Source: an optimization exercise on an open RTL-to-GDS flow (aim: small area, a short achievable clock period and few clock cycles). Production flows keep margins and buffers that such runs may drop.
Function was not checked in any run shown here: the RTL went through the layout flow alone.
No activity file was given, so power comes from the tool's default toggle rates.

==> flow/design.v <==
`timescale 1ns/10ps
module JAM (
    input CLK,
    input RST,
    output reg [2:0] W,
    output reg [2:0] J,
    input [6:0] Cost,
    output reg [3:0] MatchCount,
    output reg [9:0] MinCost,
    output reg Valid );
localparam S_SCAN = 2'd0;
localparam S_WAIT = 2'd1;
localparam S_SRCH = 2'd2;
localparam S_DONE = 2'd3;
reg [1:0] state;
reg [6:0] u  [0:7];
reg [6:0] v  [0:7];
reg [2:0] ra [0:7];          
reg [6:0] s2 [0:7];          
reg [6:0] cnt;               
reg       p1v, p2v;
reg [2:0] p1w, p2w;
reg [3:0] p1j, p2j;
reg [6:0] creg;
reg [6:0] cm;                
reg [6:0] vlast;             
reg [6:0] sh [0:7];
reg       r1v;
reg [2:0] r1w, r1j;
reg [6:0] rx;                
reg       bv;
reg [6:0] badd;
reg [9:0] base;
reg       donescan;
reg       x0go;
reg [9:0] X  [0:7];          
reg [2:0] js [0:6];          
reg [7:0] vb;                
reg [7:0] used;              
reg       cvld;              
reg       cdone;             
reg       ev;
reg [2:0] ed, ec;
reg [7:0] eu;
reg [9:0] eK;                
reg [7:0] eT;                
reg       eneg;              
reg [7:0] eT2;               
reg       eneg2;
reg [2:0] efc;               
reg       efra;              
function [7:0] gtm;          
    input [2:0] a;
    gtm = 8'hfe << a;
endfunction
function [7:0] ltm;          
    input [2:0] a;
    ltm = ~(8'hff << a);
endfunction
function [2:0] pe;           
    input [7:0] x;
    integer k;
    begin
        pe = 3'd0;
        for (k = 7; k >= 0; k = k - 1)
            if (x[k]) pe = k[2:0];
    end
endfunction
function [3:0] cnext;        
    input [7:0] mk;
    input [2:0] a;
    reg   [7:0] hi;
    begin
        hi = mk & gtm(a);
        cnext = {|mk, pe((|hi) ? hi : mk)};
    end
endfunction
function [7:0] between;
    input [2:0] a;
    input [2:0] s;
    between = (a < s) ? (gtm(a) & ltm(s)) : (gtm(a) | ltm(s));
endfunction
function [12:0] add12;
    input [11:0] a;
    input [11:0] b;
    input        cin;
    reg   [11:0] g, p, gg, pp, gn, pn;
    reg   [12:0] c;
    integer i, l;
    begin
        g = a & b;
        p = a ^ b;
        gg = g;
        pp = p;
        for (l = 1; l < 12; l = l * 2) begin
            gn = gg;
            pn = pp;
            for (i = l; i < 12; i = i + 1) begin
                gn[i] = gg[i] | (pp[i] & gg[i - l]);
                pn[i] = pp[i] & pp[i - l];
            end
            gg = gn;
            pp = pn;
        end
        c[0] = cin;
        for (i = 0; i < 12; i = i + 1) c[i + 1] = gg[i] | (pp[i] & cin);
        add12 = {c[12], p ^ c[11:0]};
    end
endfunction
function [23:0] csa;
    input [11:0] a;
    input [11:0] b;
    input [11:0] c;
    reg   [11:0] cy;
    begin
        cy = (a & b) | (a & c) | (b & c);
        csa = {a ^ b ^ c, cy[10:0], 1'b0};
    end
endfunction
function [9:0] sel10;
    input [79:0] x;
    input [2:0]  k;
    input [2:0]  o;
    integer n;
    begin
        sel10 = 10'd0;
        for (n = 0; n < 8; n = n + 1)
            sel10 = sel10 | ({10{k == n}} & x[((n + o) & 7) * 10 +: 10]);
    end
endfunction
wire [79:0] raf, uf, vf, s2f, Xf, jsf;
wire [7:0]  vbr;             
genvar gi;
generate
    for (gi = 0; gi < 8; gi = gi + 1) begin : g_flat
        assign raf[gi*10 +: 10] = {7'd0, ra[gi]};
        assign uf[gi*10 +: 10]  = {3'd0, u[gi]};
        assign vf[gi*10 +: 10]  = {3'd0, v[gi]};
        assign s2f[gi*10 +: 10] = {3'd0, s2[gi]};
        assign Xf[gi*10 +: 10]  = X[gi];
        assign jsf[gi*10 +: 10] = (gi == 7) ? 10'd0 : {7'd0, js[gi]};
        assign vbr[gi] = (gi == 0) ? 1'b0 : vb[(gi + 7) & 7];
    end
endgenerate
wire [2:0]  W1  = W + 3'd1;
wire [9:0]  xw  = sel10(Xf, W, 3'd0);
wire [6:0]  vj  = sel10(vf, J, 3'd0);
wire [6:0]  uw  = sel10(uf, W, 3'd0);
wire [6:0]  u1  = (W == 3'd7) ? 7'd0 : sel10(uf, W, 3'd1);
wire [6:0]  s21 = sel10(s2f, W, 3'd1);
wire [2:0]  ra1 = sel10(raf, W, 3'd1);
wire [11:0] xwn = {2'b11, ~xw};
wire [11:0] bst = {2'b00, MinCost};
wire [23:0] tq  = csa(bst, xwn, {5'd0, vj});
wire [12:0] Ts  = add12(tq[23:12], {tq[11:1], 1'b1}, 1'b0);
wire [11:0] T   = Ts[11:0];
wire [23:0] t2q = csa(tq[23:12], tq[11:0], {5'h1f, ~s21});
wire [12:0] T2s = add12(t2q[23:12], {t2q[11:1], 1'b1}, 1'b1);
wire [11:0] T2  = T2s[11:0];
wire [23:0] kq  = csa({2'b00, xw}, {5'h1f, ~vj}, {5'h1f, ~u1});
wire [12:0] Ks  = add12(kq[23:12], {kq[11:1], 1'b1}, 1'b1);
wire [9:0]  K   = Ks[9:0];
wire [23:0] fq  = csa({2'b00, xw}, {5'd0, uw}, {5'h1f, ~u1});
wire [12:0] Kfs = add12(fq[23:12], {fq[11:1], 1'b1}, 1'b0);
wire [9:0]  Kf  = Kfs[9:0];
wire [23:0] zq  = csa({2'b00, xw}, {5'd0, uw}, {5'd0, s21});
wire [23:0] zq2 = csa(zq[23:12], zq[11:0], ~bst);
wire [12:0] Zs  = add12(zq2[23:12], zq2[11:0], 1'b0);
wire        hfok = Zs[11];
wire [7:0]  uc  = used | (8'd1 << J);
wire [7:0]  fhi = ~uc & ~ltm(ra1);
wire        fcra = ~uc[ra1];
wire [2:0]  fc  = pe((|fhi) ? fhi : ~uc);
wire [2:0] raw = sel10(raf, W, 3'd0);
wire       cfirst = cvld && J == raw && W != 3'd7;
wire       cfree  = cfirst && (fcra || hfok);
wire [3:0] nA  = cnext(~used & between(J, raw), J);
wire       okA = nA[3] && vb[W];
wire [2:0] Wm  = W - 3'd1;
wire [2:0] jp  = sel10(jsf, W, 3'd7);
wire [2:0] ram = sel10(raf, W, 3'd7);
wire [7:0] uB  = used & ~(8'd1 << jp);
wire [3:0] nB  = cnext(~uB & between(jp, ram), jp);
wire       okB = nB[3] && vbr[W];
wire [12:0] cmpd = add12({4'd0, eT}, {5'h1f, ~Cost}, 1'b1);     
wire [12:0] cmp2 = add12({4'd0, eT2}, {5'h1f, ~Cost}, 1'b1);    
wire       le    = !cmpd[11];
wire       lt    = !cmpd[11] && (cmpd[10:0] != 11'd0);
wire       cv    = !eneg2 && !cmp2[11];
wire       acc   = ev && !eneg && le;
wire       leaf  = (ed == 3'd7);
wire       redir = acc && !leaf && (efra || cv);
wire [12:0] sums = add12({2'b00, eK}, {5'd0, Cost}, 1'b0);
wire [9:0] sum   = sums[9:0];
wire [6:0] cmin  = (p2w == 3'd0 || creg < cm) ? creg : cm;
wire [6:0] ru    = u[r1w];
wire [6:0] rs    = s2[r1w];
wire [7:0] rd    = {1'b0, rx} - {1'b0, ru};      
wire       rlt   = rd[7];
wire       rfirst = (r1j == 3'd0);
wire [6:0] nu    = (rfirst || rlt) ? rx : ru;
wire [6:0] ns2   = rfirst ? 7'd127 : rlt ? (ru - rx) : (rd[6:0] < rs ? rd[6:0] : rs);
always @(posedge CLK or posedge RST) begin
    if (RST) begin
        state <= S_SCAN;
        cnt <= 7'd0;
        W <= 3'd0;
        J <= 3'd0;
        Valid <= 1'b0;
        p1v <= 1'b0;
        p2v <= 1'b0;
        r1v <= 1'b0;
        bv <= 1'b0;
        donescan <= 1'b0;
        x0go <= 1'b0;
        cvld <= 1'b0;
        cdone <= 1'b0;
    end else begin
        p1v <= (state == S_SCAN);
        p2v <= p1v;
        r1v <= p2v && p2j != 4'd0;
        bv <= r1v && r1j == 3'd7;
        donescan <= bv && r1w == 3'd0;       
        x0go <= donescan;
        case (state)
        S_SCAN: begin
            cnt <= cnt + 7'd1;
            W <= cnt[2:0] + 3'd1;
            J <= (cnt[2:0] == 3'd7) ? cnt[5:3] + 3'd1 : cnt[5:3];
            if (cnt == 7'd71) state <= S_WAIT;
        end
        S_WAIT: begin
            if (x0go) begin
                state <= S_SRCH;
                W <= 3'd0;
                J <= ra[0];
                cvld <= 1'b1;
                cdone <= 1'b0;
            end
        end
        S_SRCH: begin
            if (redir) begin
                W <= ed + 3'd1;
                J <= efc;
                cvld <= 1'b1;
                cdone <= 1'b0;
            end else if (cfree) begin
                W <= W1;
                J <= fc;
                cvld <= 1'b1;
            end else if (cdone) begin
                state <= S_DONE;
                Valid <= 1'b1;
            end else if (okA) begin
                J <= nA[2:0];
                cvld <= 1'b1;
            end else if (W == 3'd0) begin
                cdone <= 1'b1;
                cvld <= 1'b0;
            end else if (okB) begin
                W <= Wm;
                J <= nB[2:0];
                cvld <= 1'b1;
            end else begin
                W <= Wm;
                J <= jp;
                cvld <= 1'b0;
            end
        end
        default: ;
        endcase
    end
end
integer i;
always @(posedge CLK) begin
    p1w <= cnt[2:0];
    p1j <= cnt[6:3];
    p2w <= p1w;
    p2j <= p1j;
    creg <= Cost;
    sh[0] <= creg;
    for (i = 1; i < 8; i = i + 1) sh[i] <= sh[i - 1];
    if (p2v && p2j != 4'd8) begin
        cm <= cmin;
        if (p2w == 3'd7) begin
            v[p2j[2:0]] <= cmin;
            vlast <= cmin;
        end
    end
    r1w <= p2w;
    r1j <= p2j[2:0] - 3'd1;
    rx <= sh[7] - vlast;
    if (r1v) begin
        u[r1w] <= nu;
        s2[r1w] <= ns2;
        if (rfirst || rlt) ra[r1w] <= r1j;
    end
    badd <= nu;
    if (state == S_SCAN && p2v && p2w == 3'd0 && p2j == 4'd0)
        base <= 10'd0;
    else if (p2v && p2j != 4'd8 && p2w == 3'd7)
        base <= base + cmin;
    else if (bv)
        base <= base + badd;
    if (x0go)
        X[0] <= base - u[0];
    ev <= cvld && state == S_SRCH && !redir && !cfirst;
    ed <= W;
    ec <= J;
    eu <= used;
    eK <= K;
    eneg <= T[11];
    eT <= (T[10:8] != 3'd0) ? 8'hff : T[7:0];
    eneg2 <= T2[11];
    eT2 <= (T2[10:8] != 3'd0) ? 8'hff : T2[7:0];
    efc <= fc;
    efra <= fcra;
    if (state == S_SCAN || state == S_WAIT) begin
        MinCost <= 10'h3ff;
        used <= 8'd0;
        vb <= 8'h01;
    end
    if (state == S_SRCH) begin
        if (acc && leaf) begin
            if (lt) begin
                MinCost <= sum;
                MatchCount <= 4'd1;
            end else begin
                MatchCount <= MatchCount + 4'd1;
            end
        end
        if (redir) begin
            js[ed] <= ec;
            X[ed + 3'd1] <= sum;
            vb[ed + 3'd1] <= cv;
            used <= eu | (8'd1 << ec);
        end else if (cfree) begin
            js[W] <= J;
            X[W1] <= Kf;
            vb[W1] <= hfok;
            used <= uc;
        end else if (!cdone && !okA && W != 3'd0) begin
            used <= uB;
        end
    end
end
endmodule
==> flow/run.sh <==
#!/bin/bash
# synth_recipe.tcl (not shown) runs the flow's synth.tcl, then flattens the netlist and writes it again
# the make line also repeats each setting of config.mk as NAME=value (left out here)
make -C /OpenROAD-flow-scripts/flow DESIGN_CONFIG=/design/flow/config.mk WORK_HOME=/design/flow/orfs CLKGATE_MAP_FILE= SYNTH_SCRIPT=/design/flow/synth_recipe.tcl finish
==> flow/config.mk <==
export PLATFORM = sky130hd
export DESIGN_NAME = JAM
export DESIGN_NICKNAME = JAM
export VERILOG_FILES = /design/flow/design.v
export SDC_FILE = /design/flow/constraint.sdc
export NUM_CORES = 4
export LEC_CHECK = 0
export CAP_MARGIN = 20
export CORE_MARGIN = 2
export CORE_UTILIZATION = 40
export SETUP_SLACK_MARGIN = 2.5
export SLEW_MARGIN = 20
==> flow/constraint.sdc <==
create_clock -name core_clock -period 6.0 [get_ports {CLK}]
set_input_delay 1.2000 -clock core_clock [delete_from_list [all_inputs] [get_ports {CLK}]]
set_output_delay 1.2000 -clock core_clock [all_outputs]
set_load 0.01 [all_outputs]
==> flow_summary_export.csv, run 1 <==
group,metric,value,unit
run_status,status,"no timing/DRC/antenna violations",
setup_path,cp_max_fo,7,
clocking,root_buffer,"clkbuf_16",
synthesis,yosysSeqAreaShare,0.497,
floorplanning,initial_core_util,0.405,
drt,drc,0,
synthesis,ys_types,112,
power_and_ir_drop,pwr-share-comb,0.064,
clocking,clockBufferDepth,3,
clocking,clk_latency,0.63,ns
clocking,cts_tree,"done",
synthesis,synth-edff-count,311,
floorplanning,fp.dieW,265,um
power_and_ir_drop,internal_power,5.95,mW
synthesis,synth_warnings,2,
grt,track_usage,0.250,
grt,grt_max_degree,63,
setup_path,startpoint_type,"flip-flop",
setup_path,cpPeakStageDelay,0.52,ns
setup_path,crit_type,"flip-flop to flip-flop",
drt,wl_per_cell,25.4,um
synthesis,syn_nets,2625,
synthesis,async_flop_share,0.0466,
drt,vias,21700,
sta,period_minus_slack,5.66,ns
setup_path,critical_path.top_delay_family,"compound AO/OA/AOI/OAI gates",
synthesis,ys_ff_latch,515,
place,hpwlAfterDp,61.6,mm
synthesis,syn_area,27200,um^2
floorplanning,die-area,70200,um^2
min_path,min_path_type,"flip-flop to flip-flop",
sta,rsz0062_at_grt,"true",
job,cap_violations,0,
layout,fillers,5731,
sta,setup_viol,0,
setup_path,worstPathArrival,6.00,ns
grt,grt_pass1_vias,21400,
sta,slew_viol_final,0,
place,gp_congestion,0.953,
synthesis,postSynthCellCount,2419,
clocking,clkTransAtPathRegs,0.06,ns
grt,antenna_found_initial,0,
drt,drt_wl_total,92.0,mm
clocking,numClockSinks,515,
drt,dr.pass1.iters,12,
setup_path,worstPathRequired,6.34,ns
setup_path,crit_path_top_delay_cell,"fa_1",
grt,grt_first_pass_wirelength,133,mm
layout,area_delta_synth_final,28.7,%
layout,regArea,13600,um^2
clocking,cts_hold_buf,0,
drt,vias_per_cell,5.99,
sta,hold_violations,0,
floorplanning,rows,95,
sta,clock_skew,0.0187,ns
layout,multiInputGateArea,14400,um^2
floorplanning,fp.dieH,265,um
power_and_ir_drop,p_per_area,220,nW/um^2
sta,tns,0,ns
grt,grt_overflow,0,
setup_path,endpoint_kind,"flip-flop",
sta,setup_slack,0.340,ns
synthesis,ys.flop_type,"edfxtp_1",
layout,nNetsFinal,2912,
layout,final_cell_mix,"edfxtp_1 (311), buf_4 (186), dfxtp_1 (176)",
clocking,numCtsBuffers,55,
setup_path,critPathBufInv,8,
clocking,htreeDepth,2,
setup_path,crit_top_cell,"nor2_4",
layout,final_common_cell,"edfxtp_1",
sta,relSlewSlack,0.230,
drt,ant_nets,0,
power_and_ir_drop,seq_power_share,0.497,
power_and_ir_drop,switching_power,1.76,mW
power_and_ir_drop,irDropWorstVdd,0.235,mV
sta,max_slew.worst_pin.slew,1.15,ns
layout,drive_gt1_frac,0.293,
place,dp_slack,0.0580,ns
power_and_ir_drop,leakage,13.7,nW
synthesis,avgSynthCellArea,11.3,um^2
place,port-buffer-count,29,
floorplanning,ios,30,
sta,fmaxAchievable,177,MHz
power_and_ir_drop,p_clk_frac,0.439,
sta,post-route-period-util,0.943,
floorplanning,core,67300,um^2
power_and_ir_drop,switching_share,0.229,
drt,drt_iter0_drc,2730,
[per-layer routing]
layer | part of all wire | vias to the layer above | global-route usage | routed length [um]
li1 | - | 9672 | - | -
met1 | 0.39 | 10800 | 0.305 | 35600
met2 | 0.49 | 991 | 0.437 | 45200
met3 | 0.068 | 272 | 0.0410 | 6300
met4 | 0.053 | 0 | 0.109 | 4850
met5 | 0 | - | 0 | 0
[final cells by class]
class                      instances  area share
clock inverter                    39     0.00975
multi-input combinational       1606       0.411
sequential                       515       0.387
inverter                         183      0.0197
timing repair buffer             345       0.100
clock buffer                      64      0.0411
antenna                            1   0.0000714
tap                              873      0.0312
[stage by stage]
stage / utilization / power, mW / cells / hold WS (ns) / area (um^2)
finish: 0.521 / 7.71 / 3626 / 0.324 / 35000
global route: 0.521 / 7.92 / 3625 / 0.335 / 35000
CTS: 0.498 / 7.64 / 3543 / 0.326 / 33500
detailed placement: 0.434 / 4.20 / 3300 / 0.312 / 29200
global placement: 0.434 / 4.19 / 3300 / 0.312 / 29200
floorplan: - / 4.08 / 2419 / 0.310 / 27600
[power groups by stage]
| stage | registers [mW] | logic (mW) | clock network [mW] |
|---|---|---|---|
| after floorplan | 3.90 | 0.185 | 0 |
| after global placement | 3.90 | 0.289 | 0 |
| final | 3.83 | 0.495 | 3.38 |
| after global routing | 3.83 | 0.526 | 3.57 |
| after CTS | 3.83 | 0.383 | 3.43 |
| after detailed placement | 3.90 | 0.300 | 0 |
[worst paths after layout]
kind	to	cells past startpoint	startpoint	slack, ns
hold / removal	sh[1][6]	0	sh[0][6]	0.32
setup reg to reg	X[5][0]	25	W[0]	0.34
max in group asynchronous	W[0]	3	RST	4.65
min in group asynchronous	J[0]	3	RST	1.00
setup / recovery	X[5][0]	25	W[0]	0.34
hold reg to reg	sh[1][6]	0	sh[0][6]	0.32
[synthesized netlist by cell type (44+ instances only)]
library cell / count / share of area
edfxtp_1: 311 / 0.34
inv_1: 181 / 0.025
dfxtp_1: 180 / 0.13
nor2_1: 179 / 0.025
nand2_1: 150 / 0.021
ha_1: 146 / 0.067
a21oi_1: 130 / 0.024
o21ai_0: 89 / 0.016
a222oi_1: 83 / 0.031
clkbuf_1: 73 / 0.010
mux2i_1: 55 / 0.020
fa_1: 51 / 0.038
nor3_1: 44 / 0.0081
[timing repair]
action                                  4_1_cts  5_1_grt
buffers inserted                            133       76
pin swaps                                   122      105
endpoints found under the setup margin      430      426
endpoints found under the hold margin         0        0
gates cloned                                  7        6
resized for setup                           329      194
[flip-flops by register name (all words and copies together) (netlist names), 8 cells and up]
register / cells
ra: 24
js: 21
MinCost: 10
eu: 8
s2: 56
v: 56
sh: 56
eT2: 8
X: 80
eK: 10
u: 56
vb: 8
eT: 8
base: 10
used: 8
[logic make-up after synthesis]
family	count (synthesis)	share of synthesized area
flops	515	0.497
compound gates	655	0.180
fa+ha+maj	200	0.106
mux	107	0.0484
xor+xnor	67	0.0216
simple gates	573	0.102
buf+inv	302	0.0450
==> inputs of run 2 (changes only) <==
--- a/flow/config.mk
+++ b/flow/config.mk
@@ -8,5 +8,5 @@
 export CAP_MARGIN = 20
 export CORE_MARGIN = 2
 export CORE_UTILIZATION = 40
-export SETUP_SLACK_MARGIN = 2.5
+export SETUP_SLACK_MARGIN = 1.5
 export SLEW_MARGIN = 20
==> run 2 against run 1 <==
Net effect: still clean on timing, DRC and antenna; worst setup slack got worse by 0.0017 ns; synthesized cell count did not move; non-clock buffer count fell by 85; maximum frequency barely moved; critical endpoint unchanged; highest routed layer unchanged.
==> flow_summary_export.csv, run 2 <==
group,metric,value,unit
power_and_ir_drop,power,7.53,mW
setup_path,crit_type,"flip-flop to flip-flop",
setup_path,endpoint_kind,"flip-flop",
sta,rsz0062_at_grt,"true",
grt,antenna_found_initial,0,
sta,relSlewSlack,0.216,
drt,drc,0,
grt,busiest_layer,"met2",
power_and_ir_drop,seq_power_share,0.508,
power_and_ir_drop,pwr-share-comb,0.044,
sta,slew_viol_final,0,
grt,track_usage,0.243,
grt,grt_max_degree,63,
power_and_ir_drop,irDropWorstVdd,0.234,mV
layout,final_common_cell,"edfxtp_1",
setup_path,worstPathArrival,6.00,ns
power_and_ir_drop,leakage,13.1,nW
synthesis,yosysSeqAreaShare,0.497,
synthesis,yosys-top-cells-area,"edfxtp_1 (34%), dfxtp_1 (13%), ha_1 (6.7%)",
layout,regArea,13600,um^2
setup_path,critical_path.top_delay_family,"buffers and inverters",
setup_path,cp_cell_sequence,"buf_4 > ha_4 > buf_4 > buf_4 > clkbuf_16 > a222oi_1 > nand2_1 > a222oi_1 > buf_4 > fa_1 > fa_1 > inv_1 > ha_1 > o21ai_2 > a21oi_2 > o31ai_4 > buf_4 > buf_6 > nor2_4 > nor2_2 > and3_4 > o21ai_4 > nor2_4 > clkbuf_16",
grt,grt_overflow,0,
synthesis,yosysMostFrequentCell,"edfxtp_1",
setup_path,critPathBufInv,9,
floorplanning,ios,30,
layout,final-instance-count-excl-fill,3538,
power_and_ir_drop,p_clk_frac,0.448,
drt,drt_wl_total,88.6,mm
drt,vias_per_cell,6.00,
min_path,min_path_type,"flip-flop to flip-flop",
layout,fillers,5907,
layout,final_cell_mix,"edfxtp_1 (311), dfxtp_1 (176), inv_1 (170)",
place,dp.cells,3300,
synthesis,ys_types,112,
synthesis,avgSynthCellArea,11.3,um^2
sta,max_slew.worst_pin.slew,1.17,ns
sta,period_minus_slack,5.66,ns
place,hpwlAfterDp,61.6,mm
setup_path,startpoint_type,"flip-flop",
sta,fmaxAchievable,177,MHz
layout,drive_gt1_frac,0.236,
sta,post-route-period-util,0.944,
drt,vias,21200,
floorplanning,initial_core_util,0.405,
power_and_ir_drop,switching_share,0.224,
clocking,root_buffer,"clkbuf_16",
floorplanning,fp.dieH,265,um
setup_path,crit_top_cell,"buf_4",
setup_path,r2r_cells,24,
layout,largest-register,"X",
synthesis,synth_top_cell_area_share,0.343,
setup_path,cpPeakStageDelay,0.48,ns
synthesis,synth_top_area_cell,"edfxtp_1",
clocking,clk_latency,0.62,ns
synthesis,synth.top_cells.by_count,"edfxtp_1 (311), inv_1 (181), dfxtp_1 (180)",
clocking,numCtsBuffers,55,
drt,drt_iter0_drc,2725,
clocking,cts_tree,"done",
place,gp_congestion,0.953,
clocking,numClockSinks,515,
drt,dr.pass1.iters,10,
floorplanning,die-area,70200,um^2
layout,area_delta_synth_final,23.0,%
run_status,status,"no timing/DRC/antenna violations",
clocking,clockBufferDepth,3,
synthesis,synth_warnings,2,
floorplanning,fp.dieW,265,um
job,cap_violations,0,
grt,use_met1,0.302,
setup_path,cp_max_fo,21,
floorplanning,rows,95,
drt,wl_per_cell,25.0,um
setup_path,crit_path_top_delay_cell,"fa_1",
layout,largest_register_ff_count,80,
synthesis,ys_ff_latch,515,
synthesis,synth-edff-count,311,
floorplanning,core,67300,um^2
power_and_ir_drop,p_per_area,225,nW/um^2
clocking,htreeDepth,2,
grt,grtUsageMet2,0.427,
grt,globalRouteMet3Util,0.0336,
sta,clock_skew,0.0117,ns
sta,hold_violations,0,
sta,tns,0,ns
synthesis,async_flop_share,0.0466,
place,port-buffer-count,29,
setup_path,worstPathRequired,6.34,ns
power_and_ir_drop,switching_power,1.69,mW
grt,grt_pass1_vias,20900,
layout,nNetsFinal,2824,
synthesis,syn_area,27200,um^2
grt,grt_first_pass_wirelength,130,mm
power_and_ir_drop,internal_power,5.85,mW
layout,multiInputGateArea,13700,um^2
synthesis,syn_nets,2625,
sta,hold_ws,0.324,ns
min_path,hold_depth,0,
synthesis,ys.flop_type,"edfxtp_1",
drt,ant_nets,0,
sta,setup_viol,0,
clocking,clkTransAtPathRegs,0.06,ns
setup_path,crit_cells,24,
synthesis,postSynthCellCount,2419,
-- run 2: final timing paths --
check / from / end / slack [ns]
max: W[0] / X[5][0] / 0.34
min: sh[0][6] / sh[1][6] / 0.32
max reg2reg: W[0] / X[5][0] / 0.34
min reg2reg: sh[0][6] / sh[1][6] / 0.32
max in group asynchronous: RST / W[0] / 4.65
min in group asynchronous: RST / J[0] / 1.01
-- run 2: logic make-up after synthesis --
group | after synthesis | synth area share
muxes | 107 | 0.0484
adders and majority gates | 200 | 0.106
xor gates and xnor gates | 67 | 0.0216
AOI/OAI and AO/OA | 655 | 0.180
and+or+nand+nor | 573 | 0.102
DFF | 515 | 0.497
buffers and inverters | 302 | 0.0450
-- run 2: timing repair --
| action | in CTS | in global routing |
|---|---|---|
| gates resized for setup | 178 | 124 |
| buffers inserted | 81 | 44 |
| hold buffers | 0 | 0 |
| endpoints found under the setup margin | 395 | 374 |
| gates cloned | 5 | 4 |
| pin swaps | 63 | 66 |
-- run 2: layout make-up --
| cell class | count | area share |
|---|---|---|
| Antenna cell | 1 | 0.0000747 |
| Tap cell | 873 | 0.0326 |
| Clock buffer | 64 | 0.0430 |
| Inverter | 183 | 0.0206 |
| Sequential cell | 515 | 0.405 |
| Clock inverter | 39 | 0.0102 |
| Timing Repair Buffer | 260 | 0.0798 |
| Multi-Input combinational cell | 1603 | 0.409 |
-- run 2: routing by layer --
layer	part of all wire	wire, um
met5	0	0
met4	0.044	3890
met3	0.064	5710
met2	0.49	43500
met1	0.40	35600
-- run 2: metrics by stage --
stage	area [um^2]	utilization	setup slack, ns
finish	33500	0.498	0.338
detailed placement	29200	0.434	0.0580
global placement	29200	0.434	0.193
floorplan	27600	-	0.0332
global route	33500	0.498	0.290
CTS	32500	0.483	0.485
-- run 2: power by group through the flow --
stage	clock network [mW]	logic (mW)	registers (mW)
floorplan	0	0.185	3.90
global placement	0	0.289	3.90
detailed placement	0	0.300	3.90
CTS	3.43	0.315	3.83
global route	3.56	0.358	3.83
finish	3.38	0.329	3.83
==> inputs of run 3 (changes only) <==
--- a/flow/design.v
+++ b/flow/design.v
@@ -84,28 +84,7 @@
     input [11:0] a;
     input [11:0] b;
     input        cin;
-    reg   [11:0] g, p, gg, pp, gn, pn;
-    reg   [12:0] c;
-    integer i, l;
-    begin
-        g = a & b;
-        p = a ^ b;
-        gg = g;
-        pp = p;
-        for (l = 1; l < 12; l = l * 2) begin
-            gn = gg;
-            pn = pp;
-            for (i = l; i < 12; i = i + 1) begin
-                gn[i] = gg[i] | (pp[i] & gg[i - l]);
-                pn[i] = pp[i] & pp[i - l];
-            end
-            gg = gn;
-            pp = pn;
-        end
-        c[0] = cin;
-        for (i = 0; i < 12; i = i + 1) c[i + 1] = gg[i] | (pp[i] & cin);
-        add12 = {c[12], p ^ c[11:0]};
-    end
+    add12 = {1'b0, a} + {1'b0, b} + {12'd0, cin};
 endfunction
 function [23:0] csa;
     input [11:0] a;
--- a/flow/config.mk
+++ b/flow/config.mk
@@ -8,5 +8,4 @@
 export CAP_MARGIN = 20
 export CORE_MARGIN = 2
 export CORE_UTILIZATION = 40
-export SETUP_SLACK_MARGIN = 1.5
 export SLEW_MARGIN = 20
==> run 3 against run 2 <==
Net effect: synthesized area shrank 0.33%; clock skew grew 0.015 ns; total power fell by 3.3%; largest cell class is now flip-flops and latches; worst hold slack is essentially flat; worst setup slack lost 0.13 ns; cell count decreased by 1.2%; non-clock buffer count is 53 lower.
==> flow_summary_export.csv, run 3 <==
group,metric,value,unit
place,port-buffer-count,29,
synthesis,syn_nets,2653,
sta,setup_viol,0,
clocking,numCtsBuffers,52,
sta,fmaxAchievable,173,MHz
setup_path,crit_path_top_delay_cell,"fa_1",
layout,final_cell_mix,"edfxtp_1 (311), dfxtp_1 (179), inv_1 (179)",
setup_path,startpoint_type,"flip-flop",
grt,grt_max_degree,36,
drt,vias,20500,
drt,drt_wl_total,81.4,mm
synthesis,postSynthCellCount,2446,
drt,vias_per_cell,5.87,
layout,final_common_cell,"edfxtp_1",
drt,drc,0,
sta,clock_skew,0.0265,ns
grt,grt_overflow,0,
synthesis,synthMuxAreaShare,0.0552,
setup_path,cpPeakStageDelay,0.52,ns
power_and_ir_drop,leakage,12.2,nW
layout,largest_register_ff_count,80,
drt,wl_met3,5.42,mm
sta,rsz0062_at_grt,"false",
synthesis,synthXorXnorAreaFrac,0.0252,
clocking,root_buffer,"clkbuf_16",
layout,area_delta_synth_final,15.9,%
setup_path,worstPathRequired,6.35,ns
synthesis,async_flop_share,0.0466,
power_and_ir_drop,p_clk_frac,0.435,
drt,drt_iter0_drc,2481,
drt,ant_nets,0,
place,hpwlAfterDp,60.9,mm
layout,final-instance-count-excl-fill,3496,
setup_path,worstPathArrival,6.14,ns
place,gp_congestion,0.939,
drt,wl_per_cell,23.3,um
setup_path,endpoint_kind,"flip-flop",
synthesis,synth.top_cells.by_count,"edfxtp_1 (311), inv_1 (181), dfxtp_1 (180)",
synthesis,synth_compound_gate_area_share,0.171,
layout,nNetsFinal,2786,
setup_path,crit_type,"flip-flop to flip-flop",
clocking,htreeDepth,2,
floorplanning,initial_core_util,0.404,
clocking,cts_hold_buf,0,
floorplanning,fp.dieH,264,um
sta,hold_violations,0,
grt,grt_pass1_vias,20000,
power_and_ir_drop,p_per_area,232,nW/um^2
floorplanning,rows,95,
synthesis,synthAdderAreaFrac,0.107,
power_and_ir_drop,seq_power_share,0.526,
drt,top_layer,"met4",
grt,track_usage,0.230,
clocking,numClockSinks,515,
synthesis,ys_ff_latch,515,
power_and_ir_drop,pwr-share-comb,0.039,
layout,largest-register,"X",
synthesis,yosysSeqAreaShare,0.499,
sta,slew_viol_final,0,
layout,drive_gt1_frac,0.152,
setup_path,cp_cell_sequence,"buf_4 > ha_1 > ha_2 > buf_4 > a221oi_2 > inv_1 > fa_1 > fa_1 > ha_1 > nor4b_4 > o2111ai_1 > a21boi_1 > buf_4 > a2111oi_2 > o41a_1 > o31a_1 > and3_4 > nor3_4 > a21oi_2 > or2_1 > buf_12 > mux2_4",
synthesis,yosys-top-cells-area,"edfxtp_1 (34%), dfxtp_1 (13%), ha_1 (6.6%)",
job,cap_violations,0,
synthesis,synth_top_cell_area_share,0.344,
clocking,clkTransAtPathRegs,0.06,ns
drt,dr.pass1.iters,12,
setup_path,cp_max_fo,11,
sta,post-route-period-util,0.965,
floorplanning,fp.dieW,264,um
synthesis,synth_top_family_by_area,"compound AO/OA/AOI/OAI gates",
synthesis,synth_warnings,2,
synthesis,synth-edff-count,311,
grt,grt_first_pass_wirelength,124,mm
layout,antenna_cells,0,
min_path,min_path_type,"flip-flop to flip-flop",
sta,max_slew.worst_pin.slew,1.09,ns
synthesis,synth_top_area_cell,"edfxtp_1",
floorplanning,die-area,69900,um^2
clocking,cts_tree,"done",
power_and_ir_drop,switching_power,1.62,mW
clocking,clockBufferDepth,3,
synthesis,yosysMostFrequentCell,"edfxtp_1",
floorplanning,ios,30,
synthesis,ys.flop_type,"edfxtp_1",
synthesis,syn_area,27100,um^2
layout,final_cell_area,31400,um^2
setup_path,crit_top_cell,"buf_4",
power_and_ir_drop,switching_share,0.223,
drt,wl_met1,36.2,mm
drt,wl_met2,37.0,mm
synthesis,ys_types,87,
place,dp.cells,3387,
grt,antenna_found_initial,1,
run_status,status,"no timing/DRC/antenna violations",
power_and_ir_drop,internal_power,5.66,mW
synthesis,avgSynthCellArea,11.1,um^2
power_and_ir_drop,irDropWorstVdd,0.205,mV
sta,period_minus_slack,5.79,ns
sta,relSlewSlack,0.270,
place,placed_area,29600,um^2
synthesis,synth-simple-area-share,0.0991,
floorplanning,core,67200,um^2
clocking,clk_latency,0.62,ns
[run 3: cell types whose count changed after synthesis, sizes merged, moves of 11 or more]
cell    delta
a21o      +11
a21oi     +19
clkbuf    +17
nand2     +12
nand3     +16
nor2      -12
nor3      -11
[run 3: area by class of cell]
type | instances | area, um^2
fill | 6054 | 35700
clock buffer | 73 | 1410
tap | 873 | 1090
timing repair buffer | 207 | 1860
clock inverter | 25 | 238
inverter | 183 | 694
multi-input combinational | 1620 | 12600
sequential | 515 | 13600
[run 3: routing by layer]
metal | vias to the layer above | GRT usage
met2 | 866 | 0.367
met1 | 10100 | 0.322
met5 | - | 0
met4 | 0 | 0.0815
met3 | 147 | 0.0303
li1 | 9397 | -
[run 3: final timing paths]
| kind | start | to | slack (ns) | cells past startpoint |
|---|---|---|---|---|
| worst max-delay path | W[0] | X[0][6] | 0.21 | 22 |
| worst min-delay path | sh[5][6] | sh[6][6] | 0.32 | 0 |
| worst max register to register | W[0] | X[0][6] | 0.21 | 22 |
| worst min register to register | sh[5][6] | sh[6][6] | 0.32 | 0 |
| max in group asynchronous | RST | W[1] | 4.69 | 3 |
| min in group asynchronous | RST | Valid | 0.99 | 3 |
[run 3: critical path: cells and delay by family (launching register included)]
kind,cells,cell delay [ns]
AOI/OAI and AO/OA,7,1.48
adders and majority gates,5,1.71
buffers and inverters,5,0.80
DFF,1,0.46
muxes,1,0.29
and+or+nand+nor,4,0.80
[run 3: timing repair]
| action | CTS | global route |
|---|---|---|
| gates resized for setup | 4 | 13 |
| endpoints found under the hold margin | 0 | 0 |
| pin swaps | 2 | 3 |
| setup endpoints to repair | 50 | 196 |
| setup buffers | 3 | 8 |
[run 3: cells by family after synthesis]
group           after synthesis
compound gates              652
xor+xnor                     78
fa+ha+maj                   199
buf+inv                     311
flops                       515
mux                         121
simple gates                570
[run 3: through the flow]
stage,util,power (mW),worst slack (ns),setup TNS [ns],hold WS [ns]
floorplan,-,4.07,-0.215,-8.59,0.310
global placement,0.441,4.18,-0.0406,-0.567,0.311
global route,0.468,7.50,0.00586,0,0.328
detailed placement,0.441,4.19,-0.185,-4.32,0.312
CTS,0.466,7.35,0.0218,0,0.322
finish,0.468,7.28,0.213,0,0.324
[run 3: power by group through the flow]
stage          Combinational (mW)  Sequential, mW  Clock (mW)
4_1_cts                     0.282            3.83        3.23
2_1_floorplan               0.172            3.90           0
5_1_grt                     0.313            3.83        3.36
6_report                    0.283            3.83        3.16
3_5_place_dp                0.280            3.91           0
3_3_place_gp                0.270            3.91           0
==> inputs of run 4 (changes only) <==
--- a/flow/design.v
+++ b/flow/design.v
@@ -36,6 +36,9 @@
 reg [9:0] X  [0:7];          
 reg [2:0] js [0:6];          
 reg [7:0] vb;                
+reg       hfp;               
+reg [2:0] hfd;
+reg       hfr;
 reg [7:0] used;              
 reg       cvld;              
 reg       cdone;             
@@ -152,9 +155,10 @@
 wire [2:0]  fc  = pe((|fhi) ? fhi : ~uc);
 wire [2:0] raw = sel10(raf, W, 3'd0);
 wire       cfirst = cvld && J == raw && W != 3'd7;
-wire       cfree  = cfirst && (fcra || hfok);
+wire       cfree  = cfirst;
 wire [3:0] nA  = cnext(~used & between(J, raw), J);
-wire       okA = nA[3] && vb[W];
+wire       vbW = (hfp && hfd == W) ? hfr : vb[W];
+wire       okA = nA[3] && vbW;
 wire [2:0] Wm  = W - 3'd1;
 wire [2:0] jp  = sel10(jsf, W, 3'd7);
 wire [2:0] ram = sel10(raf, W, 3'd7);
@@ -294,6 +298,10 @@
     eT2 <= (T2[10:8] != 3'd0) ? 8'hff : T2[7:0];
     efc <= fc;
     efra <= fcra;
+    hfp <= cfree && !redir && state == S_SRCH;
+    hfd <= W1;
+    hfr <= hfok;
+    if (hfp) vb[hfd] <= hfr;
     if (state == S_SCAN || state == S_WAIT) begin
         MinCost <= 10'h3ff;
         used <= 8'd0;
@@ -316,7 +324,6 @@
         end else if (cfree) begin
             js[W] <= J;
             X[W1] <= Kf;
-            vb[W1] <= hfok;
             used <= uc;
         end else if (!cdone && !okA && W != 3'd0) begin
             used <= uB;
--- a/flow/config.mk
+++ b/flow/config.mk
@@ -8,4 +8,5 @@
 export CAP_MARGIN = 20
 export CORE_MARGIN = 2
 export CORE_UTILIZATION = 40
+export SETUP_SLACK_MARGIN = 1.5
 export SLEW_MARGIN = 20
==> run 4 against run 3 <==
Net effect: still clean on timing, DRC and antenna; utilization rose by 3.6 points; count of clock-buffer cells in the layout fell by 3; flip-flop and latch count rose by 5; combinational power rose by about 10%; sequential share of layout area fell by 2.7 points; total power rose by 6.2%; worst setup slack improved by 0.76 ns; largest cell class unchanged.
==> flow_summary_export.csv, run 4 <==
group,metric,value,unit
synthesis,postSynthCellCount,2408,
clocking,htreeDepth,2,
setup_path,r2r_cells,25,
sta,slew_viol_final,0,
layout,post-route-util,0.504,
synthesis,synth-edff-count,311,
power_and_ir_drop,leakage,13.2,nW
sta,post-route-period-util,0.837,
grt,grt_first_pass_wirelength,123,mm
clocking,numClockSinks,520,
sta,clock_skew,0.0199,ns
clocking,numCtsBuffers,55,
synthesis,syn_nets,2616,
drt,vias_per_cell,5.89,
clocking,root_buffer,"clkbuf_16",
floorplanning,initial_core_util,0.403,
place,port-buffer-count,29,
setup_path,cpPeakStageDelay,0.50,ns
synthesis,synth_top_area_cell,"edfxtp_1",
sta,hold_violations,0,
floorplanning,die-area,69800,um^2
sta,hold_ws,0.321,ns
sta,setup_viol,0,
setup_path,endpoint,"eT2[0]",
power_and_ir_drop,p_per_area,229,nW/um^2
setup_path,reg2reg_to,"eT2[0]",
layout,largest-register,"X",
drt,wl_per_cell,23.6,um
layout,final_cell_area,33800,um^2
drt,ant_nets,0,
drt,drc,0,
setup_path,endpoint_kind,"flip-flop",
grt,grt_overflow,0,
setup_path,crit_path_top_delay_cell,"fa_1",
setup_path,critPathLaunch,"W[1]",
floorplanning,fp.dieH,264,um
setup_path,critPathBufInv,6,
sta,rsz0062_at_grt,"true",
sta,max_slew.worst_pin.slew,1.16,ns
setup_path,worstPathRequired,6.51,ns
synthesis,yosys-top-cells-area,"edfxtp_1 (34%), dfxtp_1 (14%), ha_1 (6.7%)",
synthesis,avgSynthCellArea,11.3,um^2
sta,fmaxAchievable,199,MHz
synthesis,yosysMostFrequentCell,"edfxtp_1",
power_and_ir_drop,power,7.73,mW
layout,regArea,13700,um^2
setup_path,crit_type,"flip-flop to flip-flop",
setup_path,crit_cells,25,
clocking,clkTransAtPathRegs,0.06,ns
grt,grt_pass1_vias,19900,
synthesis,synth_top_cell_area_share,0.345,
synthesis,syn_area,27100,um^2
grt,antenna_found_initial,1,
layout,fillers,5713,
floorplanning,fp.dieW,264,um
sta,period_minus_slack,5.02,ns
layout,nNetsFinal,2870,
floorplanning,rows,95,
power_and_ir_drop,irDropWorstVdd,0.234,mV
drt,drt_wl_total,84.7,mm
setup_path,cp_max_fo,6,
sta,relSlewSlack,0.226,
layout,final_common_cell,"edfxtp_1",
synthesis,ys_types,95,
grt,grt_max_degree,43,
setup_path,worst-r2r-setup-slack,0.98,ns
layout,multiInputGateArea,13500,um^2
synthesis,yosysSeqAreaShare,0.504,
floorplanning,core,67200,um^2
clocking,cts_hold_buf,0,
place,placed_area,28900,um^2
layout,drive_gt1_frac,0.260,
clocking,clk_latency,0.62,ns
run_status,status,"no timing/DRC/antenna violations",
place,gp_congestion,0.918,
min_path,min_path_type,"flip-flop to flip-flop",
synthesis,async_flop_share,0.0462,
drt,dr.pass1.iters,6,
setup_path,worstReg2RegStart,"W[1]",
clocking,clockBufferDepth,3,
setup_path,critical_path.top_delay_family,"compound AO/OA/AOI/OAI gates",
drt,vias,21100,
layout,largest_register_ff_count,80,
synthesis,synth.top_cells.by_count,"edfxtp_1 (311), inv_1 (206), dfxtp_1 (185)",
layout,final_cell_mix,"edfxtp_1 (311), buf_4 (225), inv_1 (185)",
synthesis,ys_ff_latch,520,
sta,tns,0,ns
grt,track_usage,0.229,
place,hpwlAfterDp,57.2,mm
layout,area_delta_synth_final,24.9,%
job,cap_violations,0,
setup_path,startpoint_type,"flip-flop",
clocking,cts_tree,"done",
floorplanning,ios,30,
setup_path,worstPathArrival,5.53,ns
drt,drt_iter0_drc,2623,
synthesis,synth_warnings,2,
synthesis,ys.flop_type,"edfxtp_1",
[run 4: cell types whose count changed in the layout (fill, tap and decap cells not counted), sizes merged, moves of 7 or more]
| cell | delta |
|---|---|
| a21boi | +9 |
| a21oi | -43 |
| a22oi | -12 |
| a311oi | -7 |
| a31o | -8 |
| and3 | -7 |
| buf | +98 |
| inv | +24 |
| nand3 | -11 |
[run 4: worst register-to-register path: cells and delay by family (launching register included)]
kind,cells,cell delay (ns)
buffers and inverters,6,0.63
DFF,1,0.40
adders and majority gates,5,1.43
AOI/OAI and AO/OA,7,1.46
xor gates and xnor gates,1,0.15
and+or+nand+nor,6,0.85
[run 4: area by class of cell]
type,count,share of cell area
repair buffers,311,0.0856
diodes,2,0.000148
inverters,209,0.0242
multi-input cells,1565,0.398
flip-flops and latches,520,0.404
well taps,873,0.0323
clock inverters,34,0.0106
clock buffers,70,0.0457
[run 4: worst min path at each step]
stage | start | endpoint | slack (ns) | depth (start not counted)
floorplan | p1j[0] | p2j[0] | 0.31 | 0
global placement | p1j[2] | p2j[2] | 0.31 | 0
detailed placement | p1j[3] | p2j[3] | 0.31 | 0
CTS | sh[4][4] | sh[5][4] | 0.33 | 0
global route | sh[2][5] | sh[3][5] | 0.33 | 0
finish | sh[6][1] | sh[7][1] | 0.32 | 0
[run 4: timing repair]
action	CTS	global route
gates resized for setup	127	187
setup endpoints to repair	284	301
setup buffers	75	116
gates cloned	6	6
pin swaps	72	137
[run 4: metal layers]
layer  wire length [um]  GRT usage
met1              36300      0.326
met2              38000      0.357
met3               7040     0.0336
met4               3480     0.0814
met5                  0          0
[run 4: where the power goes]
group          total (mW)  switching [mW]  internal, mW
clock                3.56            1.47          2.09
combinational       0.312           0.190         0.122
sequential           3.86          0.0187          3.85
[run 4: metrics by stage]
| stage | setup slack (ns) | std cells |
|---|---|---|
| CTS | 1.12 | 3460 |
| detailed placement | 0.302 | 3275 |
| global route | 0.770 | 3582 |
| global placement | 0.389 | 3274 |
| finish | 0.977 | 3584 |
| floorplan | 0.351 | 2408 |
[run 4: cell families (layout without fill, tap and decap cells)]
family	Yosys count	after routing	share of synthesized area
AO/OA/AOI/OAI	604	605	0.163
XOR/XNOR	73	73	0.0236
adder cells (fa/ha/maj)	201	201	0.108
buffers and inverters	327	624	0.0475
flip-flops	520	520	0.504
multiplexers	119	119	0.0551
other	0	2	0
AND/OR/NAND/NOR	564	567	0.0993
==> inputs of run 5 (changes only) <==
--- a/flow/config.mk
+++ b/flow/config.mk
@@ -8,5 +8,5 @@
 export CAP_MARGIN = 20
 export CORE_MARGIN = 2
 export CORE_UTILIZATION = 40
-export SETUP_SLACK_MARGIN = 1.5
+export SETUP_SLACK_MARGIN = 2.5
 export SLEW_MARGIN = 20
==> run 5 against run 4 <==
Net effect: worst setup slack worse by 0.0090 ns; utilization up 2.9 points; critical endpoint is now eT2[2]; worst hold slack better by 0.00095 ns.
==> flow_summary_export.csv, run 5 <==
group,metric,value,unit
clocking,numClockSinks,520,
setup_path,crit_type,"flip-flop to flip-flop",
floorplanning,rows,95,
synthesis,syn_area,27100,um^2
setup_path,startpoint_type,"flip-flop",
run_status,status,"no timing/DRC/antenna violations",
setup_path,crit_path_top_delay_cell,"fa_1",
sta,setup_slack,0.968,ns
setup_path,worstPathRequired,6.52,ns
sta,relSlewSlack,0.243,
clocking,root_buffer,"clkbuf_16",
synthesis,synth-edff-count,311,
setup_path,critical_path.top_delay_family,"compound AO/OA/AOI/OAI gates",
sta,fmaxAchievable,199,MHz
job,cap_violations,0,
power_and_ir_drop,irDropWorstVdd,0.194,mV
grt,grt_overflow,0,
floorplanning,ios,30,
synthesis,ys.flop_type,"edfxtp_1",
synthesis,yosys-top-cells-area,"edfxtp_1 (34%), dfxtp_1 (14%), ha_1 (6.7%)",
layout,final_common_cell,"edfxtp_1",
sta,max_slew.worst_pin.slew,1.13,ns
drt,drt_wl_total,86.7,mm
synthesis,postSynthCellCount,2408,
sta,period_minus_slack,5.03,ns
synthesis,avgSynthCellArea,11.3,um^2
synthesis,yosysMostFrequentCell,"edfxtp_1",
drt,vias,21300,
synthesis,syn_nets,2616,
clocking,clockBufferDepth,3,
clocking,clkTransAtPathRegs,0.06,ns
floorplanning,fp.dieW,264,um
synthesis,synth_top_area_cell,"edfxtp_1",
setup_path,worst-r2r-setup-slack,0.97,ns
grt,grt_pass1_vias,20700,
sta,clock_skew,0.0232,ns
synthesis,yosysSeqAreaShare,0.504,
floorplanning,fp.dieH,264,um
clocking,clk_latency,0.63,ns
floorplanning,initial_core_util,0.403,
sta,slew_viol_final,0,
drt,drc,0,
drt,dr.pass1.iters,11,
clocking,cts_tree,"done",
layout,largest-register,"X",
layout,area_delta_synth_final,32.1,%
power_and_ir_drop,p_per_area,220,nW/um^2
drt,wl_per_cell,23.9,um
grt,grt_max_degree,43,
layout,post-route-util,0.533,
synthesis,synth_warnings,2,
power_and_ir_drop,leakage,13.8,nW
setup_path,critPathBufInv,5,
floorplanning,die-area,69800,um^2
min_path,min_path_type,"flip-flop to flip-flop",
synthesis,synth.top_cells.by_count,"edfxtp_1 (311), inv_1 (206), dfxtp_1 (185)",
layout,final_cell_mix,"edfxtp_1 (311), buf_4 (226), dfxtp_1 (179)",
sta,post-route-period-util,0.839,
grt,antenna_found_initial,0,
drt,drt_iter0_drc,2599,
synthesis,synth_top_cell_area_share,0.345,
grt,track_usage,0.235,
layout,nNetsFinal,2920,
setup_path,cp_cell_sequence,"buf_6 > ha_4 > buf_6 > a222oi_1 > nand2_1 > a222oi_1 > buf_4 > fa_1 > inv_2 > fa_1 > ha_2 > inv_2 > fa_2 > a21o_1 > a21oi_2 > nor2b_2 > o21a_1 > o21ai_2 > nand2_1 > a21o_1 > xor2_1 > nor2_2 > nand3_4 > or2_4",
sta,tns,0,ns
sta,setup_viol,0,
grt,grt_first_pass_wirelength,126,mm
clocking,numCtsBuffers,54,
setup_path,cp_max_fo,6,
setup_path,worstPathArrival,5.55,ns
synthesis,ys_types,95,
drt,ant_nets,0,
sta,rsz0062_at_grt,"true",
layout,drive_gt1_frac,0.330,
layout,largest_register_ff_count,80,
place,hpwlAfterDp,56.3,mm
place,port-buffer-count,29,
place,gp_congestion,0.890,
setup_path,cpPeakStageDelay,0.49,ns
floorplanning,core,67200,um^2
sta,hold_violations,0,
clocking,htreeDepth,2,
synthesis,ys_ff_latch,520,
synthesis,async_flop_share,0.0462,
setup_path,endpoint_kind,"flip-flop",
drt,vias_per_cell,5.87,
place,dp_slack,0.450,ns
[run 5: cell type report]
| cell class | instances | area, um^2 |
|---|---|---|
| clock buffer | 74 | 1660 |
| clock inverter | 28 | 256 |
| timing repair buffer | 357 | 3540 |
| inverter | 209 | 856 |
| antenna | 4 | 10.0 |
| multi-input combinational | 1570 | 14700 |
| sequential | 520 | 13700 |
| tap | 873 | 1090 |
| fill | 5501 | 31400 |
[run 5: report_power, final]
part / internal [mW] / leakage (nW) / switching (mW)
combinational: 0.210 / 8.27 / 0.261
clock: 2.02 / 0.960 / 1.51
sequential: 3.84 / 4.57 / 0.0218
[run 5: cell families (layout without fill, tap and decap cells)]
kind of cell	count (synthesis)	in the layout	synth area share
AO/OA/AOI/OAI	604	611	0.163
XOR/XNOR	73	73	0.0236
adder cells (fa/ha/maj)	201	201	0.108
buffers and inverters	327	668	0.0475
flip-flops	520	520	0.504
multiplexers	119	119	0.0551
other	0	4	0
AND/OR/NAND/NOR	564	566	0.0993
[run 5: repair_timing]
item	in CTS	in global routing
cloned	8	12
setup buffers	158	94
gates resized for setup	305	208
hold buffers	0	0
pin swaps	161	166
setup endpoints to repair	441	412
[run 5: path summary, 6_finish.rpt]
check / startpoint / end / depth (start not counted)
min in group asynchronous: RST / Valid / 2
setup reg to reg: W[1] / eT2[2] / 24
max in group asynchronous: RST / J[2] / 3
hold / removal: sh[3][5] / sh[4][5] / 0
setup / recovery: W[1] / eT2[2] / 24
hold reg to reg: sh[3][5] / sh[4][5] / 0
[run 5: worst reg2reg max path, cell delays in order, from the launching register on]
cell and delay [ns]:
dfrtp_2 0.42, buf_6 0.13, ha_4 0.19, buf_6 0.14
a222oi_1 0.31, nand2_1 0.09, a222oi_1 0.38, buf_4 0.21
fa_1 0.21, inv_2 0.06, fa_1 0.49, ha_2 0.18
inv_2 0.04, fa_2 0.34, a21o_1 0.18, a21oi_2 0.17
nor2b_2 0.07, o21a_1 0.19, o21ai_2 0.16, nand2_1 0.07
a21o_1 0.17, xor2_1 0.15, nor2_2 0.18, nand3_4 0.13
or2_4 0.26
[run 5: metal layers]
metal  track usage  share of wire  vias up  wire length [um]
met2         0.385           0.47      918             41000
li1              -              -     9582                 -
met5             0              0        -                 0
met4        0.0943          0.042        0              3630
met1         0.314           0.41    10600             35900
met3        0.0311          0.072      196              6260
[run 5: per-stage QoR]
stage	total power, mW	instance area, um^2	instances	hold slack, ns
2_1_floorplan	4.13	28300	2408	0.310
3_3_place_gp	4.22	29300	3257	0.310
3_5_place_dp	4.22	29300	3257	0.312
4_1_cts	7.78	33900	3525	0.327
5_1_grt	8.10	35800	3631	0.327
6_report	7.87	35800	3635	0.322
==> inputs of run 6 (changes only) <==
--- a/flow/config.mk
+++ b/flow/config.mk
@@ -7,6 +7,5 @@
 export LEC_CHECK = 0
 export CAP_MARGIN = 20
 export CORE_MARGIN = 2
-export CORE_UTILIZATION = 40
-export SETUP_SLACK_MARGIN = 2.5
+export CORE_UTILIZATION = 65
 export SLEW_MARGIN = 20
==> run 6 against run 5 <==
Net effect: sequential power about the same; synthesized cell count unchanged; worst setup slack worse by 0.58 ns; clock skew up 0.021 ns; total power down 3.8%; wire length down 12%; utilization up 21 points; combinational power down 39%; maximum frequency down 10%; synthesized area unchanged; non-clock buffer count down 219; still clean on timing, DRC and antenna; highest routed layer unchanged; via count down 4.6%.
==> flow_summary_export.csv, run 6 <==
group,metric,value,unit
setup_path,critPathBufInv,4,
setup_path,cpPeakStageDelay,0.61,ns
clocking,numClockSinks,520,
drt,drt_iter0_drc,2697,
power_and_ir_drop,internal_power,5.93,mW
synthesis,avgSynthCellArea,11.3,um^2
drt,dr.pass1.iters,9,
power_and_ir_drop,p_per_area,250,nW/um^2
drt,vias_per_cell,6.66,
power_and_ir_drop,leakage,12.0,nW
setup_path,startpoint_type,"flip-flop",
clocking,clockBufferDepth,3,
layout,drive_gt1_frac,0.126,
synthesis,synth.top_cells.by_count,"edfxtp_1 (311), inv_1 (206), dfxtp_1 (185)",
sta,period_minus_slack,5.61,ns
grt,track_usage,0.351,
layout,final_cell_mix,"edfxtp_1 (311), inv_1 (204), dfxtp_1 (184)",
drt,vias,20400,
setup_path,r2r_cells,22,
power_and_ir_drop,switching_power,1.64,mW
sta,tns,0,ns
grt,grt_pass1_vias,19800,
setup_path,cp_max_fo,16,
grt,grt_overflow,0,
setup_path,crit_type,"flip-flop to flip-flop",
synthesis,synth-edff-count,311,
clocking,root_buffer,"clkbuf_16",
synthesis,postSynthCellCount,2408,
setup_path,endpoint_kind,"flip-flop",
floorplanning,fp.dieW,208,um
clocking,htreeDepth,2,
synthesis,async_flop_share,0.0462,
synthesis,syn_nets,2616,
place,port-buffer-count,29,
power_and_ir_drop,irDropWorstVdd,0.269,mV
sta,hold_ws,0.324,ns
sta,clock_skew,0.0439,ns
clocking,cts_hold_buf,0,
layout,post-route-util,0.738,
layout,largest-register,"X",
power_and_ir_drop,pwr-share-comb,0.038,
sta,rsz0062_at_grt,"false",
floorplanning,core,41000,um^2
min_path,hold_depth,0,
place,gp_congestion,0.962,
layout,final_common_cell,"edfxtp_1",
drt,wl_per_cell,24.9,um
synthesis,ys_ff_latch,520,
place,hpwlAfterDp,55.0,mm
setup_path,crit_cells,22,
layout,largest_register_ff_count,80,
clocking,numCtsBuffers,52,
floorplanning,die-area,43300,um^2
power_and_ir_drop,seq_power_share,0.510,
setup_path,crit_path_top_delay_cell,"fa_1",
layout,nNetsFinal,2690,
setup_path,worstPathRequired,6.49,ns
clocking,clk_latency,0.63,ns
min_path,min_path_type,"flip-flop to flip-flop",
drt,drc,0,
synthesis,ys.flop_type,"edfxtp_1",
sta,slew_viol_final,0,
layout,area_delta_synth_final,11.8,%
sta,post-route-period-util,0.936,
synthesis,yosys-top-cells-area,"edfxtp_1 (34%), dfxtp_1 (14%), ha_1 (6.7%)",
layout,antenna_cells,0,
grt,antenna_found_initial,2,
setup_path,crit_top_cell,"fa_1",
floorplanning,fp.dieH,208,um
synthesis,synth_top_cell_area_share,0.345,
synthesis,synth_warnings,2,
drt,drt_wl_total,76.0,mm
power_and_ir_drop,switching_share,0.216,
synthesis,synth_top_area_cell,"edfxtp_1",
setup_path,critical_path.top_delay_family,"adder cells",
synthesis,yosysMostFrequentCell,"edfxtp_1",
sta,hold_violations,0,
clocking,cts_tree,"done",
run_status,status,"no timing/DRC/antenna violations",
synthesis,syn_area,27100,um^2
floorplanning,rows,74,
sta,relSlewSlack,0.195,
floorplanning,ios,30,
sta,fmaxAchievable,178,MHz
power_and_ir_drop,p_clk_frac,0.451,
clocking,clkTransAtPathRegs,0.07,ns
synthesis,yosysSeqAreaShare,0.504,
floorplanning,initial_core_util,0.661,
grt,grt_first_pass_wirelength,116,mm
setup_path,worstPathArrival,6.11,ns
setup_path,worst-r2r-setup-slack,0.39,ns
sta,max_slew.worst_pin.slew,1.21,ns
sta,setup_viol,0,
drt,ant_nets,0,
synthesis,ys_types,95,
grt,grt_max_degree,53,
job,cap_violations,0,
setup_path,cp_cell_sequence,"buf_4 > ha_1 > ha_2 > a222oi_1 > buf_4 > fa_1 > inv_1 > fa_1 > ha_1 > inv_1 > fa_1 > a21o_1 > a21oi_1 > nor2b_1 > o21a_1 > o21ai_1 > nand2_1 > a21o_1 > xor2_1 > nor2_1 > nand3_1 > or2_2",
## run 6: cell counts after synthesis
Identical to the previous run, type by type.
## run 6: worst reg2reg max path, delay by kind of cell (launching register included)
kind	cells	cell delay [ns]
flip-flops	1	0.40
XOR/XNOR	1	0.14
adder cells (fa/ha/maj)	6	2.44
AO/OA/AOI/OAI	6	1.13
buffers and inverters	4	0.59
AND/OR/NAND/NOR	5	0.84
## run 6: cell type report
cell class / count / area, um^2
Timing Repair Buffer: 138 / 1110
Fill cell: 2793 / 10700
Inverter: 209 / 788
Multi-Input combinational cell: 1561 / 12200
Tap cell: 532 / 666
Clock inverter: 23 / 303
Clock buffer: 73 / 1540
Sequential cell: 520 / 13600
## run 6: worst paths after layout
check / from / end
max: W[0] / eT2[0]
min: sh[0][0] / sh[1][0]
max reg2reg: W[0] / eT2[0]
min reg2reg: sh[0][0] / sh[1][0]
max in group asynchronous: RST / W[2]
min in group asynchronous: RST / cnt[0]
## run 6: per-stage QoR
step	area, um^2	setup WS, ns	cells	total power [mW]
floorplan	27100	0.0134	2408	4.11
global placement	28400	0.419	2956	4.21
detailed placement	28400	0.215	2956	4.22
CTS	30200	0.146	3052	7.58
global route	30300	0.000524	3056	7.75
finish	30300	0.386	3056	7.57
## run 6: kinds of logic after synthesis
logic type | after synthesis | synth area share
flip-flops | 520 | 0.504
buffers and inverters | 327 | 0.0475
adder cells (fa/ha/maj) | 201 | 0.108
XOR/XNOR | 73 | 0.0236
AND/OR/NAND/NOR | 564 | 0.0993
AO/OA/AOI/OAI | 604 | 0.163
multiplexers | 119 | 0.0551
## run 6: power by group through the flow
| stage | Sequential, mW | Combinational (mW) | Clock [mW] |
|---|---|---|---|
| 6_report | 3.86 | 0.289 | 3.42 |
| 5_1_grt | 3.87 | 0.317 | 3.57 |
| 4_1_cts | 3.86 | 0.284 | 3.43 |
| 3_5_place_dp | 3.94 | 0.280 | 0 |
| 3_3_place_gp | 3.94 | 0.270 | 0 |
| 2_1_floorplan | 3.93 | 0.175 | 0 |
## run 6: layer usage
| metal | track usage | up-vias | share of wire |
|---|---|---|---|
| li1 | - | 9079 | - |
| met1 | 0.473 | 9964 | 0.39 |
| met2 | 0.570 | 1143 | 0.47 |
| met3 | 0.0595 | 177 | 0.098 |
| met4 | 0.145 | 0 | 0.040 |
| met5 | 0 | - | 0 |
## run 6: repair_timing
action / 4_1_cts / 5_1_grt
endpoints found under the setup margin: 0 / 24
gates resized for setup: 0 / 6
buffers inserted: 0 / 4
==> inputs of run 7 (changes only) <==
--- a/flow/config.mk
+++ b/flow/config.mk
@@ -8,4 +8,5 @@
 export CAP_MARGIN = 20
 export CORE_MARGIN = 2
 export CORE_UTILIZATION = 65
+export SETUP_SLACK_MARGIN = 1.0
 export SLEW_MARGIN = 20
==> run 7 against run 6 <==
Net effect: first-iteration DRC count increased by 11%; still clean on timing, DRC and antenna; total power rose by 1.6%; utilization is 2.3 points higher; synthesized area unchanged; highest routed layer unchanged; non-clock buffer count rose by 39; wire length is 5.6% higher; via count rose by 2.5%; worst setup slack improved by 0.46 ns.
==> flow_summary_export.csv, run 7 <==
group,metric,value,unit
synthesis,postSynthCellCount,2408,
floorplanning,rows,74,
sta,setup_viol,0,
sta,slew_viol_final,0,
drt,vias_per_cell,6.73,
sta,hold_violations,0,
floorplanning,ios,30,
layout,drive_gt1_frac,0.175,
synthesis,synth_top_area_cell,"edfxtp_1",
clocking,clockBufferDepth,3,
place,dp_slack,0.150,ns
layout,nNetsFinal,2730,
sta,post-route-period-util,0.860,
sta,clock_skew,0.0268,ns
drt,vias,20900,
setup_path,cp_cell_sequence,"buf_12 > ha_4 > buf_6 > a222oi_1 > mux2i_1 > a221o_1 > inv_2 > fa_1 > inv_2 > fa_1 > inv_2 > ha_4 > a21o_1 > a21oi_2 > nor2b_2 > o21a_1 > o21ai_2 > nand2_1 > a21o_1 > xor2_1 > nor2_2 > nand3_4 > or2_4",
setup_path,endpoint_kind,"flip-flop",
layout,final_cell_mix,"edfxtp_1 (311), inv_1 (191), dfxtp_1 (182)",
synthesis,ys.flop_type,"edfxtp_1",
power_and_ir_drop,irDropWorstVdd,0.313,mV
floorplanning,die-area,43300,um^2
synthesis,synth.top_cells.by_count,"edfxtp_1 (311), inv_1 (206), dfxtp_1 (185)",
setup_path,r2r_cells,23,
grt,grt_max_degree,53,
sta,relSlewSlack,0.263,
drt,drt_wl_total,80.3,mm
setup_path,crit_type,"flip-flop to flip-flop",
setup_path,cpPeakStageDelay,0.46,ns
synthesis,async_flop_share,0.0462,
clocking,clk_latency,0.62,ns
clocking,cts_tree,"done",
floorplanning,core,41000,um^2
grt,track_usage,0.362,
synthesis,synth_top_cell_area_share,0.345,
synthesis,syn_area,27100,um^2
clocking,htreeDepth,2,
sta,max_slew.worst_pin.slew,1.10,ns
clocking,clkTransAtPathRegs,0.07,ns
clocking,numClockSinks,520,
setup_path,critPathLaunch,"W[1]",
grt,grt_first_pass_wirelength,119,mm
place,port-buffer-count,29,
synthesis,synth-edff-count,311,
synthesis,avgSynthCellArea,11.3,um^2
setup_path,crit_path_top_delay_cell,"fa_1",
synthesis,yosysMostFrequentCell,"edfxtp_1",
place,hpwlAfterDp,55.5,mm
setup_path,endpoint,"eT2[0]",
floorplanning,initial_core_util,0.661,
layout,largest-register,"X",
layout,area_delta_synth_final,15.3,%
layout,final_common_cell,"edfxtp_1",
drt,dr.pass1.iters,11,
clocking,numCtsBuffers,53,
synthesis,yosysSeqAreaShare,0.504,
setup_path,startpoint_type,"flip-flop",
grt,grt_pass1_vias,20100,
synthesis,synth_warnings,2,
floorplanning,fp.dieW,208,um
setup_path,worstReg2RegStart,"W[1]",
grt,antenna_found_initial,1,
place,gp_congestion,1.00,
sta,period_minus_slack,5.16,ns
sta,rsz0062_at_grt,"true",
run_status,status,"no timing/DRC/antenna violations",
synthesis,ys_types,95,
synthesis,ys_ff_latch,520,
floorplanning,fp.dieH,208,um
clocking,root_buffer,"clkbuf_16",
setup_path,crit_top_cell,"inv_2",
synthesis,syn_nets,2616,
sta,tns,0,ns
setup_path,worstPathArrival,5.67,ns
power_and_ir_drop,leakage,12.3,nW
setup_path,worst-r2r-setup-slack,0.84,ns
job,cap_violations,0,
layout,antenna_cells,0,
drt,drc,0,
power_and_ir_drop,p_per_area,246,nW/um^2
layout,largest_register_ff_count,80,
setup_path,reg2reg_to,"eT2[0]",
setup_path,worstPathRequired,6.51,ns
grt,grt_overflow,0,
setup_path,cp_max_fo,6,
drt,drt_iter0_drc,3004,
sta,fmaxAchievable,194,MHz
drt,ant_nets,0,
drt,wl_per_cell,25.9,um
min_path,min_path_type,"flip-flop to flip-flop",
sta,setup_slack,0.841,ns
synthesis,yosys-top-cells-area,"edfxtp_1 (34%), dfxtp_1 (14%), ha_1 (6.7%)",
==> run 7: worst min-delay path by stage <==
stage                         from       end  slack [ns]  cells past startpoint
after floorplan             p1j[0]    p2j[0]        0.31                      0
final                     sh[4][5]  sh[5][5]        0.32                      0
after CTS                   p1j[1]    p2j[1]        0.32                      0
after global placement    sh[4][1]  sh[5][1]        0.31                      0
after detailed placement  sh[4][4]  sh[5][4]        0.31                      0
after global routing        p1j[1]    p2j[1]        0.33                      0
==> run 7: kinds of logic (layout without fill, tap and decap cells) <==
logic type                 after synthesis  count (layout)  share of synthesized area
buffers and inverters                  327             486                     0.0475
and+or+nand+nor                        564             564                     0.0993
xor gates and xnor gates                73              73                     0.0236
adders and majority gates              201             201                      0.108
DFF                                    520             520                      0.504
AOI/OAI and AO/OA                      604             604                      0.163
muxes                                  119             119                     0.0551
==> run 7: power by group <==
group	switching (mW)	internal (mW)	leakage [nW]
clock	1.44	2.08	0.925
combinational	0.196	0.103	6.81
sequential	0.0180	3.85	4.57
==> run 7: layout make-up <==
| class | count | area (um^2) |
|---|---|---|
| clock buffer | 69 | 1540 |
| clock inverter | 31 | 349 |
| fill | 2693 | 9780 |
| inverter | 209 | 801 |
| multi-input combinational | 1561 | 12600 |
| sequential | 520 | 13700 |
| tap | 532 | 666 |
| timing repair buffer | 177 | 1590 |
==> run 7: worst max-delay path: cells and delay by family, from the launching register on <==
family,cells,cell delay [ns]
AOI/OAI and AO/OA,7,1.67
xor gates and xnor gates,1,0.16
adders and majority gates,4,1.29
buffers and inverters,5,0.55
DFF,1,0.45
muxes,1,0.22
and+or+nand+nor,5,0.70
==> run 7: routing by layer <==
layer / GRT usage / vias to the layer above / part of all wire
li1: - / 9151 / -
met1: 0.490 / 10200 / 0.38
met2: 0.583 / 1286 / 0.46
met3: 0.0589 / 262 / 0.11
met4: 0.158 / 0 / 0.048
met5: 0 / - / 0
==> run 7: stage by stage <==
step	total power, mW	std cells	cell area, um^2	hold slack [ns]	utilization
6_report	7.69	3099	31200	0.325	0.762
2_1_floorplan	4.11	2408	27400	0.310	-
3_5_place_dp	4.22	2921	28200	0.312	0.688
3_3_place_gp	4.21	2921	28200	0.310	0.688
5_1_grt	7.87	3099	31200	0.330	0.762
4_1_cts	7.69	3053	30500	0.324	0.745
==> run 7: what timing repair did <==
item / 4_1_cts / 5_1_grt
setup buffers: 32 / 44
gates cloned: 0 / 2
pin swaps: 32 / 59
resized for setup: 49 / 84
hold buffers: 0 / 0
setup endpoints to repair: 166 / 250

## what the ideal ports hide
How much do the figures lean on ideal ports? The routed layouts below were timed once more, with nothing changed but the port constraints.
Step 1 (the two cells are an assumption about what drives the block):
set clk [get_ports {CLK}]
set_driving_cell -lib_cell sky130_fd_sc_hd__clkbuf_16 $clk
set_driving_cell -lib_cell sky130_fd_sc_hd__buf_2 [delete_from_list [all_inputs] $clk]
Step 2 adds t to the input delays and takes it off the output delays; t is the mean of the earliest and latest rising clock arrival at the registers after step 1. Input paths then give back, and output paths get back, about the clock's delay inside the block.
a / b / c = ideal / step 1 / step 2; a / b = the first two.
run | t (ns) | setup WS [ns] | hold slack, ns | slew at the worst register clock pin (ns)
run 1 | 0.677 | 0.340 / 0.340 / 0.340 | 0.324 / 0.324 / 0.324 | 0.07 / 0.07
run 2 | 0.669 | 0.338 / 0.338 / 0.338 | 0.324 / 0.324 / 0.324 | 0.07 / 0.07
run 3 | 0.667 | 0.213 / 0.213 / 0.213 | 0.324 / 0.324 / 0.324 | 0.07 / 0.07
run 4 | 0.674 | 0.977 / 0.977 / 0.977 | 0.321 / 0.321 / 0.321 | 0.07 / 0.07
run 5 | 0.688 | 0.968 / 0.968 / 0.968 | 0.322 / 0.322 / 0.322 | 0.07 / 0.07
run 6 | 0.666 | 0.386 / 0.386 / 0.153 | 0.324 / 0.324 / 0.324 | 0.07 / 0.07
run 7 | 0.667 | 0.841 / 0.841 / 0.535 | 0.325 / 0.325 / 0.325 | 0.07 / 0.07
After both steps every run listed still meets setup and hold. For run 7, which loses most, drivers alone change the setup slack by 0.000 ns; drivers and shift together by -0.306 ns.
